Source: an optimization exercise on an open RTL-to-GDS flow (aim: small area). Production flows keep margins and buffers that such runs may drop.
In this exercise RTL edits were held to simulation tests only and were not proved equivalent to the original.
Power is estimated from default activity; no workload was simulated.

==> run a: inputs <==
// FIFO
module FIFO (
    output [WIDTH-1:0] data_out,         
    output valid,                        
    output [$clog2(DEPTH)-1:0] count,    
    output reg overflow,                 
    output reg underflow,                
    output full,                         
    output near_full,                    
    output near_empty,                   
    output empty,                        
    input [WIDTH-1:0] data_in,           
    input clk,                           
    input wr_en,                         
    input rd_en,                         
    input rst                            
);
==> module FIFO, before the edit <==
module FIFO (
    output [WIDTH-1:0] data_out,         
    output valid,                        
    output [$clog2(DEPTH)-1:0] count,    
    output reg overflow,                 
    output reg underflow,                
    output full,                         
    output near_full,                    
    output near_empty,                   
    output empty,                        
    input [WIDTH-1:0] data_in,           
    input clk,                           
    input wr_en,                         
    input rd_en,                         
    input rst                            
);
parameter WIDTH = 8;
parameter DEPTH = 32;
parameter near_e_depth = 2;
parameter near_f_depth = 2;
localparam AW = $clog2(DEPTH);
reg [WIDTH-1:0] mem [0:DEPTH-1];
reg [AW-1:0]    n;
reg             none_read;
assign count      = n;
assign empty      = (n == 0);
assign full       = (n == DEPTH-1);
assign near_empty = (n <= near_e_depth) && !empty;
assign near_full  = (n >= (DEPTH-1 - near_f_depth)) && !full;
assign valid      = rd_en && !empty;
wire wr_ok = wr_en && !full;
wire rd_ok = rd_en && !empty;
wire cnt_up = wr_ok && !rd_ok;
wire cnt_dn = rd_ok && !wr_ok;
reg [AW-1:0] n_tgl;
integer t;
always @(*)
    for (t = 0; t < AW; t = t + 1)
        n_tgl[t] = (cnt_up && &(n | ({AW{1'b1}} << t))) ||
                   (cnt_dn && ~|(n & ~({AW{1'b1}} << t)));
always @(posedge clk or negedge rst) begin
    if (!rst) begin
        n         <= 'b0;
        overflow  <= 1'b0;
        underflow <= 1'b0;
        none_read <= 1'b1;
    end else begin
        n <= n ^ n_tgl;
        if (rd_ok)
            overflow <= 1'b0;
        else if (wr_en && full)
            overflow <= 1'b1;
        if (rd_en && empty)
            underflow <= 1'b1;
        else if (wr_ok)
            underflow <= 1'b0;
        if (rd_ok)
            none_read <= 1'b0;
    end
end
always @(posedge clk)
    if (wr_ok)
        mem[0] <= data_in;
genvar g;
generate
    for (g = 1; g < DEPTH; g = g + 1) begin : shift
        always @(posedge clk)
            if (wr_ok)
                mem[g] <= mem[g-1];
    end
endgenerate
wire [DEPTH-1:0] sel = {{(DEPTH-1){1'b0}}, !none_read} << n;
genvar b, j;
generate
    for (b = 0; b < WIDTH; b = b + 1) begin : rd
        wire [10:0] grp_n;
        for (j = 0; j < 10; j = j + 1) begin : g3
            FIFO_aoi222 u (
                .a1(mem[3*j][b]),   .a2(sel[3*j]),
                .b1(mem[3*j+1][b]), .b2(sel[3*j+1]),
                .c1(mem[3*j+2][b]), .c2(sel[3*j+2]),
                .y(grp_n[j]));
        end
        FIFO_aoi22 u30 (
            .a1(mem[30][b]), .a2(sel[30]),
            .b1(mem[31][b]), .b2(sel[31]),
            .y(grp_n[10]));
        assign data_out[b] = ~&grp_n;
    end
endgenerate
endmodule
==> flow/config.mk <==
export PLATFORM = sky130hd
export DESIGN_NAME = FIFO
export DESIGN_NICKNAME = FIFO
export VERILOG_FILES = /design/flow/design.v
export SDC_FILE = /design/flow/constraint.sdc
export NUM_CORES = 4
export LEC_CHECK = 0
export CAP_MARGIN = 20
export CORE_MARGIN = 2
export CORE_UTILIZATION = 80
export PLACE_DENSITY = 0.9
export SLEW_MARGIN = 20
export SYNTH_HIERARCHICAL = 1
export SYNTH_MINIMUM_KEEP_SIZE = 0
==> flow/constraint.sdc <==
create_clock -name core_clock -period 5.0 [get_ports {clk}]
set_input_delay 1.0000 -clock core_clock [delete_from_list [all_inputs] [get_ports {clk}]]
set_output_delay 1.0000 -clock core_clock [all_outputs]
set_load 0.01 [all_outputs]
standard.sh (not shown) runs the stock make flow with config.mk's settings and CLKGATE_MAP_FILE= SYNTH_SCRIPT=/design/flow/synth_recipe.tcl, a recipe that flattens the netlist after the stock synthesis.
==> flow/flow/run.sh <==
#!/bin/bash
# The standard layout (standard.sh), with changes that only shrink cells:
#  - ports are buffered with buf_1 instead of clkdlybuf4s50_1,
#  - the clock tree is built from clkbuf_8 in clusters of at most 19 sinks
#    within 60 um, without dummy loads,
#  - after placement, gates that synthesis or the floorplan's wire-load
#    timing repair upsized are sized back down where timing allows
#    (downsize.tcl); repair_design / repair_timing then run as usual.
# make's output goes to standard_*.log here and each tool's full log to
# orfs/logs; downsize.tcl's output goes to downsize.log.
set -euo pipefail
export BUFFER_PORTS_ARGS="-buffer_cell sky130_fd_sc_hd__buf_1"
export CTS_ARGS="-sink_clustering_enable -repair_clock_nets -dont_use_dummy_load -buf_list {sky130_fd_sc_hd__clkbuf_16} -sink_clustering_size 40 -sink_clustering_max_diameter 60"
bash standard.sh place > standard_place.log 2>&1
openroad -no_init -exit flow/downsize.tcl > downsize.log 2>&1 || true
bash standard.sh > standard_finish.log 2>&1
==> flow/flow/downsize.tcl <==
# Runs between the standard placement and clock-tree synthesis.
# Synthesis and the floorplan's timing repair (which works from wire-load
# models) leave some gates and buffers larger than the placed design needs.
# Size each combinational gate and buffer down to the smallest drive of the
# same function that keeps setup slack and slews comfortable, then let
# repair_design / repair_timing fix anything that is left.
set P $::env(FLOW_HOME)/platforms/sky130hd
set R orfs/results/sky130hd/FIFO/base
read_lef $P/lef/sky130_fd_sc_hd.tlef
read_lef $P/lef/sky130_fd_sc_hd_merged.lef
read_liberty $P/lib/sky130_fd_sc_hd__tt_025C_1v80.lib
read_db $R/3_place.odb
read_sdc $R/3_place.sdc
source $P/setRC.tcl
set_dont_use [concat [get_lib_cells sky130_fd_sc_hd__probe*] [get_lib_cells sky130_fd_sc_hd__lpflow_*]]
estimate_parasitics -placement
puts "area before [expr {[rsz::design_area] * 1e12}]"
report_worst_slack -max

set slew_cap 0.75e-9
set slack_floor 0.4e-9

proc ok_now {inst} {
  global slew_cap slack_floor
  estimate_parasitics -placement
  if {[sta::max_slew_violation_count] > 0} { return 0 }
  if {[sta::max_capacitance_violation_count] > 0} { return 0 }
  if {[sta::worst_slack_cmd max] < $slack_floor} { return 0 }
  foreach p [get_pins -of_objects $inst -filter "direction==output"] {
    if {[get_property $p slew_max] > $slew_cap * 1e9} { return 0 }
  }
  return 1
}
puts "slack [sta::worst_slack_cmd max] slew viol [sta::max_slew_violation_count]"

proc lib_area {lc} { return [get_property $lc area] }

set cands {}
foreach inst [get_cells *] {
  set m [get_property $inst ref_name]
  if {![regexp {^(sky130_fd_sc_hd__[a-z0-9]+)_([0-9]+)$} $m -> base sz]} { continue }
  if {[regexp {df|dl|clk|tap|fill|decap|conb|probe|lpflow} $base]} { continue }
  lappend cands [list [lib_area [get_lib_cells $m]] $inst $base $m]
}
set saved 0.0
foreach c [lsort -real -decreasing -index 0 $cands] {
  lassign $c a inst base m
  set smaller {}
  foreach lc [get_lib_cells ${base}_*] {
    if {![regexp "^${base}_\[0-9\]+\$" [get_name $lc]]} { continue }
    set la [lib_area $lc]
    if {$la < $a} { lappend smaller [list $la $lc] }
  }
  foreach s [lsort -real -increasing -index 0 $smaller] {
    lassign $s la lc
    replace_cell $inst $lc
    if {[ok_now $inst]} {
      set saved [expr {$saved + $a - $la}]
      puts "downsized [get_full_name $inst] $m -> [get_name $lc]"
      break
    }
    replace_cell $inst [get_lib_cells $m]
  }
}
estimate_parasitics -placement
puts "saved $saved"
repair_design -slew_margin 20 -cap_margin 20 -verbose
repair_timing -setup -verbose
puts "area after [expr {[rsz::design_area] * 1e12}]"
report_worst_slack -max
detailed_placement
check_placement
write_db $R/3_place.odb
==> run b: changes against run a <==
--- a/flow/design.v
+++ b/flow/design.v
@@ -23,3 +23,2 @@
 reg [AW-1:0]    n;
-reg             none_read;
 assign count      = n;
@@ -32,42 +31,3 @@
 wire rd_ok = rd_en && !empty;
-wire cnt_up = wr_ok && !rd_ok;
-wire cnt_dn = rd_ok && !wr_ok;
-reg [AW-1:0] n_tgl;
-integer t;
-always @(*)
-    for (t = 0; t < AW; t = t + 1)
-        n_tgl[t] = (cnt_up && &(n | ({AW{1'b1}} << t))) ||
-                   (cnt_dn && ~|(n & ~({AW{1'b1}} << t)));
-always @(posedge clk or negedge rst) begin
-    if (!rst) begin
-        n         <= 'b0;
-        overflow  <= 1'b0;
-        underflow <= 1'b0;
-        none_read <= 1'b1;
-    end else begin
-        n <= n ^ n_tgl;
-        if (rd_ok)
-            overflow <= 1'b0;
-        else if (wr_en && full)
-            overflow <= 1'b1;
-        if (rd_en && empty)
-            underflow <= 1'b1;
-        else if (wr_ok)
-            underflow <= 1'b0;
-        if (rd_ok)
-            none_read <= 1'b0;
-    end
-end
-always @(posedge clk)
-    if (wr_ok)
-        mem[0] <= data_in;
-genvar g;
-generate
-    for (g = 1; g < DEPTH; g = g + 1) begin : shift
-        always @(posedge clk)
-            if (wr_ok)
-                mem[g] <= mem[g-1];
-    end
-endgenerate
-wire [DEPTH-1:0] sel = {{(DEPTH-1){1'b0}}, !none_read} << n;
+wire [DEPTH-1:0] sel = {{(DEPTH-1){1'b0}}, 1'b1} << n;
 genvar b, j;
@@ -90,2 +50,36 @@
 endgenerate
+always @(posedge clk or negedge rst) begin
+    if (!rst) begin
+        n         <= 'b0;
+        overflow  <= 1'b0;
+        underflow <= 1'b0;
+    end else begin
+        if (wr_ok && !rd_ok)
+            n <= n + 1'b1;
+        else if (rd_ok && !wr_ok)
+            n <= n - 1'b1;
+        if (rd_ok)
+            overflow <= 1'b0;
+        else if (wr_en && full)
+            overflow <= 1'b1;
+        if (rd_en && empty)
+            underflow <= 1'b1;
+        else if (wr_ok)
+            underflow <= 1'b0;
+    end
+end
+always @(posedge clk or negedge rst) begin
+    if (!rst)
+        mem[0] <= 'b0;
+    else if (wr_ok)
+        mem[0] <= data_in;
+end
+genvar g;
+generate
+    for (g = 1; g < DEPTH; g = g + 1) begin : shift
+        always @(posedge clk)
+            if (wr_ok)
+                mem[g] <= mem[g-1];
+    end
+endgenerate
 endmodule
==> flow/flow/run.sh (replaced) <==
#!/bin/bash
set -euo pipefail
export BUFFER_PORTS_ARGS="-buffer_cell sky130_fd_sc_hd__buf_1"
export CTS_ARGS="-sink_clustering_enable -repair_clock_nets -dont_use_dummy_load -buf_list {sky130_fd_sc_hd__clkbuf_4 sky130_fd_sc_hd__clkbuf_8} -sink_clustering_size 20 -sink_clustering_max_diameter 80"
bash standard.sh > standard.log 2>&1
CORE_UTILIZATION = 40   (was 80)
PLACE_DENSITY = not set   (was 0.9)
removed: flow/flow/downsize.tcl
==> run summary <==
* Vias in the first global route at just under 5000
* Critical Path AT at approximately 3.1 ns
* Synthesized area per cell at between 15 and 20 µm²
* PnR worst setup slack at about 0.86 ns
* Met1 wire length at just over 8000 µm
* Crit path from: n[1]$_DFFE_PN0P_
* DR vias/cell at about 6
* Status: timing/DRC/antenna clean
(the above is from run b)
==> run summary <==
* Status: timing/DRC/antenna clean
* DR vias/cell at between 8 and 9
* Synthesized area per cell at roughly 20 µm²
* Critical Path AT at slightly above 3 ns
* Met1 wire length at 6740 µm
* Vias in the first global route at ~5000
(the above is from run a)

* * *

==> v31 <==
==> flow/design.v <==
module FIFO (
    output [WIDTH-1:0] data_out,         
    output valid,                        
    output [$clog2(DEPTH)-1:0] count,    
    output reg overflow,                 
    output reg underflow,                
    output full,                         
    output near_full,                    
    output near_empty,                   
    output empty,                        
    input [WIDTH-1:0] data_in,           
    input clk,                           
    input wr_en,                         
    input rd_en,                         
    input rst                            
);
parameter WIDTH = 8;
parameter DEPTH = 32;
parameter near_e_depth = 2;
parameter near_f_depth = 2;
localparam AW = $clog2(DEPTH);
reg [WIDTH-1:0] mem [0:DEPTH-1];
reg [AW-1:0]    n;
reg             none_read;
assign count      = n;
assign empty      = (n == 0);
assign full       = (n == DEPTH-1);
assign near_empty = (n <= near_e_depth) && !empty;
assign near_full  = (n >= (DEPTH-1 - near_f_depth)) && !full;
assign valid      = rd_en && !empty;
wire wr_ok = wr_en && !full;
wire rd_ok = rd_en && !empty;
wire cnt_up = wr_ok && !rd_ok;
wire cnt_dn = rd_ok && !wr_ok;
reg [AW-1:0] n_tgl;
integer t;
always @(*)
    for (t = 0; t < AW; t = t + 1)
        n_tgl[t] = (cnt_up && &(n | ({AW{1'b1}} << t))) ||
                   (cnt_dn && ~|(n & ~({AW{1'b1}} << t)));
always @(posedge clk or negedge rst) begin
    if (!rst) begin
        n         <= 'b0;
        overflow  <= 1'b0;
        underflow <= 1'b0;
        none_read <= 1'b1;
    end else begin
        n <= n ^ n_tgl;
        if (rd_ok)
            overflow <= 1'b0;
        else if (wr_en && full)
            overflow <= 1'b1;
        if (rd_en && empty)
            underflow <= 1'b1;
        else if (wr_ok)
            underflow <= 1'b0;
        if (rd_ok)
            none_read <= 1'b0;
    end
end
always @(posedge clk)
    if (wr_ok)
        mem[0] <= data_in;
genvar g;
generate
    for (g = 1; g < DEPTH; g = g + 1) begin : shift
        always @(posedge clk)
            if (wr_ok)
                mem[g] <= mem[g-1];
    end
endgenerate
wire [DEPTH-1:0] sel = {{(DEPTH-1){1'b0}}, !none_read} << n;
genvar b, j;
generate
    for (b = 0; b < WIDTH; b = b + 1) begin : rd
        wire [10:0] grp_n;
        for (j = 0; j < 10; j = j + 1) begin : g3
            FIFO_aoi222 u (
                .a1(mem[3*j][b]),   .a2(sel[3*j]),
                .b1(mem[3*j+1][b]), .b2(sel[3*j+1]),
                .c1(mem[3*j+2][b]), .c2(sel[3*j+2]),
                .y(grp_n[j]));
        end
        FIFO_aoi22 u30 (
            .a1(mem[30][b]), .a2(sel[30]),
            .b1(mem[31][b]), .b2(sel[31]),
            .y(grp_n[10]));
        assign data_out[b] = ~&grp_n;
    end
endgenerate
endmodule
module FIFO_aoi222 (input a1, a2, b1, b2, c1, c2, output y);
    assign y = ~((a1 & a2) | (b1 & b2) | (c1 & c2));
endmodule
module FIFO_aoi22 (input a1, a2, b1, b2, output y);
    assign y = ~((a1 & a2) | (b1 & b2));
endmodule
==> flow/flow/run.sh <==
#!/bin/bash
# The standard layout, with three changes that only shrink the cells:
#  - ports are buffered with buf_1,
#  - the clock tree uses clkbuf_4/clkbuf_8 in clusters of 20 sinks and no
#    dummy loads,
#  - after placement, gates that synthesis upsized are sized back down where
#    timing allows (downsize.tcl), then slew/cap are repaired as usual.
# make's output goes to standard_*.log here and each tool's full log to
# orfs/logs; downsize.tcl's output goes to downsize.log.
set -euo pipefail
export BUFFER_PORTS_ARGS="-buffer_cell sky130_fd_sc_hd__buf_1"
export CTS_ARGS="-sink_clustering_enable -repair_clock_nets -dont_use_dummy_load -buf_list {sky130_fd_sc_hd__clkbuf_8} -sink_clustering_size 18 -sink_clustering_max_diameter 50"
bash standard.sh place > standard_place.log 2>&1

openroad -no_init -exit flow/downsize.tcl -log downsize_tool.log > downsize.log 2>&1 || true
bash standard.sh > standard_finish.log 2>&1
==> flow/flow/downsize.tcl <==
# Runs between the standard placement and clock-tree synthesis.
# Synthesis and the floorplan's timing repair (which works from wire-load
# models) leave some gates and buffers larger than the placed design needs.
# Size each combinational gate and buffer down to the smallest drive of the
# same function that keeps setup slack and slews comfortable, then let
# repair_design / repair_timing fix anything that is left.
set P $::env(FLOW_HOME)/platforms/sky130hd
set R orfs/results/sky130hd/FIFO/base
read_lef $P/lef/sky130_fd_sc_hd.tlef
read_lef $P/lef/sky130_fd_sc_hd_merged.lef
read_liberty $P/lib/sky130_fd_sc_hd__tt_025C_1v80.lib
read_db $R/3_place.odb
read_sdc $R/3_place.sdc
source $P/setRC.tcl
set_dont_use [concat [get_lib_cells sky130_fd_sc_hd__probe*] [get_lib_cells sky130_fd_sc_hd__lpflow_*]]
estimate_parasitics -placement
puts "area before [expr {[rsz::design_area] * 1e12}]"
report_worst_slack -max

set slew_cap 0.75e-9
set slack_floor 0.4e-9

proc ok_now {inst} {
  global slew_cap slack_floor
  estimate_parasitics -placement
  if {[sta::max_slew_violation_count] > 0} { return 0 }
  if {[sta::max_capacitance_violation_count] > 0} { return 0 }
  if {[sta::worst_slack_cmd max] < $slack_floor} { return 0 }
  foreach p [get_pins -of_objects $inst -filter "direction==output"] {
    if {[get_property $p slew_max] > $slew_cap * 1e9} { return 0 }
  }
  return 1
}
puts "slack [sta::worst_slack_cmd max] slew viol [sta::max_slew_violation_count]"

proc lib_area {lc} { return [get_property $lc area] }

set cands {}
foreach inst [get_cells *] {
  set m [get_property $inst ref_name]
  if {![regexp {^(sky130_fd_sc_hd__[a-z0-9]+)_([0-9]+)$} $m -> base sz]} { continue }
  if {[regexp {df|dl|clk|tap|fill|decap|conb|probe|lpflow} $base]} { continue }
  lappend cands [list [lib_area [get_lib_cells $m]] $inst $base $m]
}
set saved 0.0
foreach c [lsort -real -decreasing -index 0 $cands] {
  lassign $c a inst base m
  set smaller {}
  foreach lc [get_lib_cells ${base}_*] {
    if {![regexp "^${base}_\[0-9\]+\$" [get_name $lc]]} { continue }
    set la [lib_area $lc]
    if {$la < $a} { lappend smaller [list $la $lc] }
  }
  foreach s [lsort -real -increasing -index 0 $smaller] {
    lassign $s la lc
    replace_cell $inst $lc
    if {[ok_now $inst]} {
      set saved [expr {$saved + $a - $la}]
      puts "downsized [get_full_name $inst] $m -> [get_name $lc]"
      break
    }
    replace_cell $inst [get_lib_cells $m]
  }
}
estimate_parasitics -placement
puts "saved $saved"
repair_design -slew_margin 20 -cap_margin 20 -verbose
repair_timing -setup -verbose
puts "area after [expr {[rsz::design_area] * 1e12}]"
report_worst_slack -max
detailed_placement
check_placement
write_db $R/3_place.odb
==> flow/standard.sh <==
#!/bin/bash
# synth_recipe.tcl (not shown) runs the flow's synth.tcl, then flattens the netlist and writes it again
# the make line also repeats each setting of config.mk as NAME=value (left out here)
make -C /OpenROAD-flow-scripts/flow DESIGN_CONFIG=/design/flow/config.mk WORK_HOME=/design/flow/orfs CLKGATE_MAP_FILE= SYNTH_SCRIPT=/design/flow/synth_recipe.tcl "${@:-finish}"
==> flow/config.mk <==
export PLATFORM = sky130hd
export DESIGN_NAME = FIFO
export DESIGN_NICKNAME = FIFO
export VERILOG_FILES = /design/flow/design.v
export SDC_FILE = /design/flow/constraint.sdc
export NUM_CORES = 4
export LEC_CHECK = 0
export CAP_MARGIN = 20
export CORE_MARGIN = 2
export CORE_UTILIZATION = 80
export PLACE_DENSITY = 0.9
export SLEW_MARGIN = 20
export SYNTH_HIERARCHICAL = 1
export SYNTH_MINIMUM_KEEP_SIZE = 0
==> flow/constraint.sdc <==
create_clock -name core_clock -period 5.0 [get_ports {clk}]
set_input_delay 1.0000 -clock core_clock [delete_from_list [all_inputs] [get_ports {clk}]]
set_output_delay 1.0000 -clock core_clock [all_outputs]
set_load 0.01 [all_outputs]
==> v25: changes against v31 <==
--- a/flow/flow/run.sh
+++ b/flow/flow/run.sh
@@ -10,7 +10,7 @@
 set -euo pipefail
 export BUFFER_PORTS_ARGS="-buffer_cell sky130_fd_sc_hd__buf_1"
-export CTS_ARGS="-sink_clustering_enable -repair_clock_nets -dont_use_dummy_load -buf_list {sky130_fd_sc_hd__clkbuf_8} -sink_clustering_size 18 -sink_clustering_max_diameter 50"
+export CTS_ARGS="-sink_clustering_enable -repair_clock_nets -dont_use_dummy_load -buf_list {sky130_fd_sc_hd__clkbuf_8} -sink_clustering_size 16 -sink_clustering_max_diameter 60"
 bash standard.sh place > standard_place.log 2>&1
-
+R=orfs/results/${FLOW_PLATFORM:-sky130hd}/FIFO/base
 openroad -no_init -exit flow/downsize.tcl -log downsize_tool.log > downsize.log 2>&1 || true
 bash standard.sh > standard_finish.log 2>&1
==> flow/flow/downsize.tcl (replaced) <==
set P $::env(FLOW_HOME)/platforms/sky130hd
set R orfs/results/sky130hd/FIFO/base
read_lef $P/lef/sky130_fd_sc_hd.tlef
read_lef $P/lef/sky130_fd_sc_hd_merged.lef
read_liberty $P/lib/sky130_fd_sc_hd__tt_025C_1v80.lib
read_db $R/3_place.odb
read_sdc $R/3_place.sdc
source $P/setRC.tcl
set_dont_use [concat [get_lib_cells sky130_fd_sc_hd__probe*] [get_lib_cells sky130_fd_sc_hd__lpflow_*]]
estimate_parasitics -placement
puts "area before [rsz::design_area]"
report_worst_slack -max
# Size every combinational gate down to its smallest drive of the same
# function; repair_design and repair_timing below size back up what needs it.
set n_swapped 0
foreach inst [get_cells *] {
  set m [get_property $inst ref_name]
  if {![regexp {^(sky130_fd_sc_hd__[a-z0-9]+)_([0-9]+)$} $m -> base sz]} { continue }
  if {[regexp {df|dl|clk|tap|fill|decap|conb|probe|lpflow} $base]} { continue }
  foreach s {0 1} {
    if {$s >= $sz} { break }
    set lc [get_lib_cells -quiet ${base}_$s]
    if {[llength $lc]} {
      replace_cell $inst $lc
      incr n_swapped
      break
    }
  }
}
puts "swapped $n_swapped"
estimate_parasitics -placement
repair_design -slew_margin 20 -cap_margin 20 -verbose
repair_timing -setup -verbose
puts "area after [rsz::design_area]"
report_worst_slack -max
detailed_placement
check_placement
write_db $R/3_place.odb
--- a/flow/config.mk
+++ b/flow/config.mk
@@ -8,6 +8,6 @@
 export CAP_MARGIN = 20
 export CORE_MARGIN = 2
-export CORE_UTILIZATION = 80
-export PLACE_DENSITY = 0.9
+export CORE_UTILIZATION = 65
+export PLACE_DENSITY = 0.75
 export SLEW_MARGIN = 20
 export SYNTH_HIERARCHICAL = 1
==> summary of the runs <==
v31 went through all stages and came out clean. v25 completed with no timing, DRC or antenna violations.
In synthesized cell count, v31 and v25 do not differ.
First-iteration DRC count: v31 is higher than v25 (34%).
Against v25, the maximum frequency of v31 is higher by 2.9%.
Register-to-register slack: v25 is lower than v31 (0.03 ns).
Wire length: v31 is larger than v25 (about 6%).
In v25 the non-clock buffer count is higher than in v31, by 6.
Of v25 and v31, v25 has the higher count of clock-buffer cells in the layout (gap 1).
In combinational power, v25 and v31 hardly differ.
Of v25 and v31, v31 has the higher clock skew (gap 0.0019 ns).
Between v25 and v31, the lower power is in v31 (gap 0.25%, measured against v31).
Die area: v25 is larger than v31 (22%).
==> figures <==
item	v31	v25
Outcome	timing/DRC/antenna clean	timing/DRC/antenna clean
Pre-CTS WS	1.33 ns	1.35 ns
Power density of the placed cells	495 nW/um^2	488 nW/um^2
Vias in the first global route	5,058	4,880
Power in combinational cells	1.02 mW	1.01 mW
Clock-cell share	0.0263	0.0273
Overall power of the completed layout	4.92 mW	4.93 mW
Power share of the clock group	0.187	0.196
First-pass GRT wire length	28,800 um	27,700 um
Switching Power	1.48 mW	1.47 mW
Proportion of cell area occupied by multi-input gates	0.145	0.143
Number of tap instances	143	184
Met3 WL	2210 um	1520 um
Core Util, Final	0.866	0.703
Worst min-delay path category	flip-flop to flip-flop	primary input to asynchronous set/reset pin
Time the worst path needs with I/O delays and setup	4.10 ns	4.21 ns
Maximum number of pins on one net before global-route repair	166	58
IR Drop Worst-Case VDD	0.440 mV	0.325 mV
NumNets Final	531	538
Placeable core area	11,500 sq um	14,400 sq um
Reg-to-Reg End	n[4]	mem[28][6]
Final worst-path setup slack	0.905 ns	0.787 ns
Leakage power	3.21 nW	3.26 nW

[separate check: timing with driven ports]
Ports are ideal in the flow. The routed layouts listed here were re-timed in OpenROAD.
Step 1 (the two cells are an assumption about what drives the block):
set clk [get_ports {clk}]
set_driving_cell -lib_cell sky130_fd_sc_hd__clkbuf_16 $clk
set_driving_cell -lib_cell sky130_fd_sc_hd__buf_2 [delete_from_list [all_inputs] $clk]
Step 2 also shifts input and output timing later by t, the mid clock arrival at the registers, as if the neighbouring blocks saw the same clock.
Three values: no drivers, after step 1, after step 2; two values: the first two.
| run | t (ns) | slack for setup (ns) | worst setup path at the end | slew at the worst register clock pin (ns) | cell pins on the clock port's net |
|---|---|---|---|---|---|
| run a | 0.496 | 0.914 / 0.875 / 1.371 | register to output | 0.12 / 0.12 | 1 |
| run b | 0.533 | 0.863 / 0.824 / 1.357 | register to output | 0.12 / 0.12 | 1 |
| v31 | 0.524 | 0.905 / 0.867 / 1.390 | register to output | 0.10 / 0.10 | 1 |
| v25 | 0.532 | 0.787 / 0.753 / 1.284 | register to output | 0.10 / 0.10 | 1 |
After both steps every run listed still meets setup and hold.
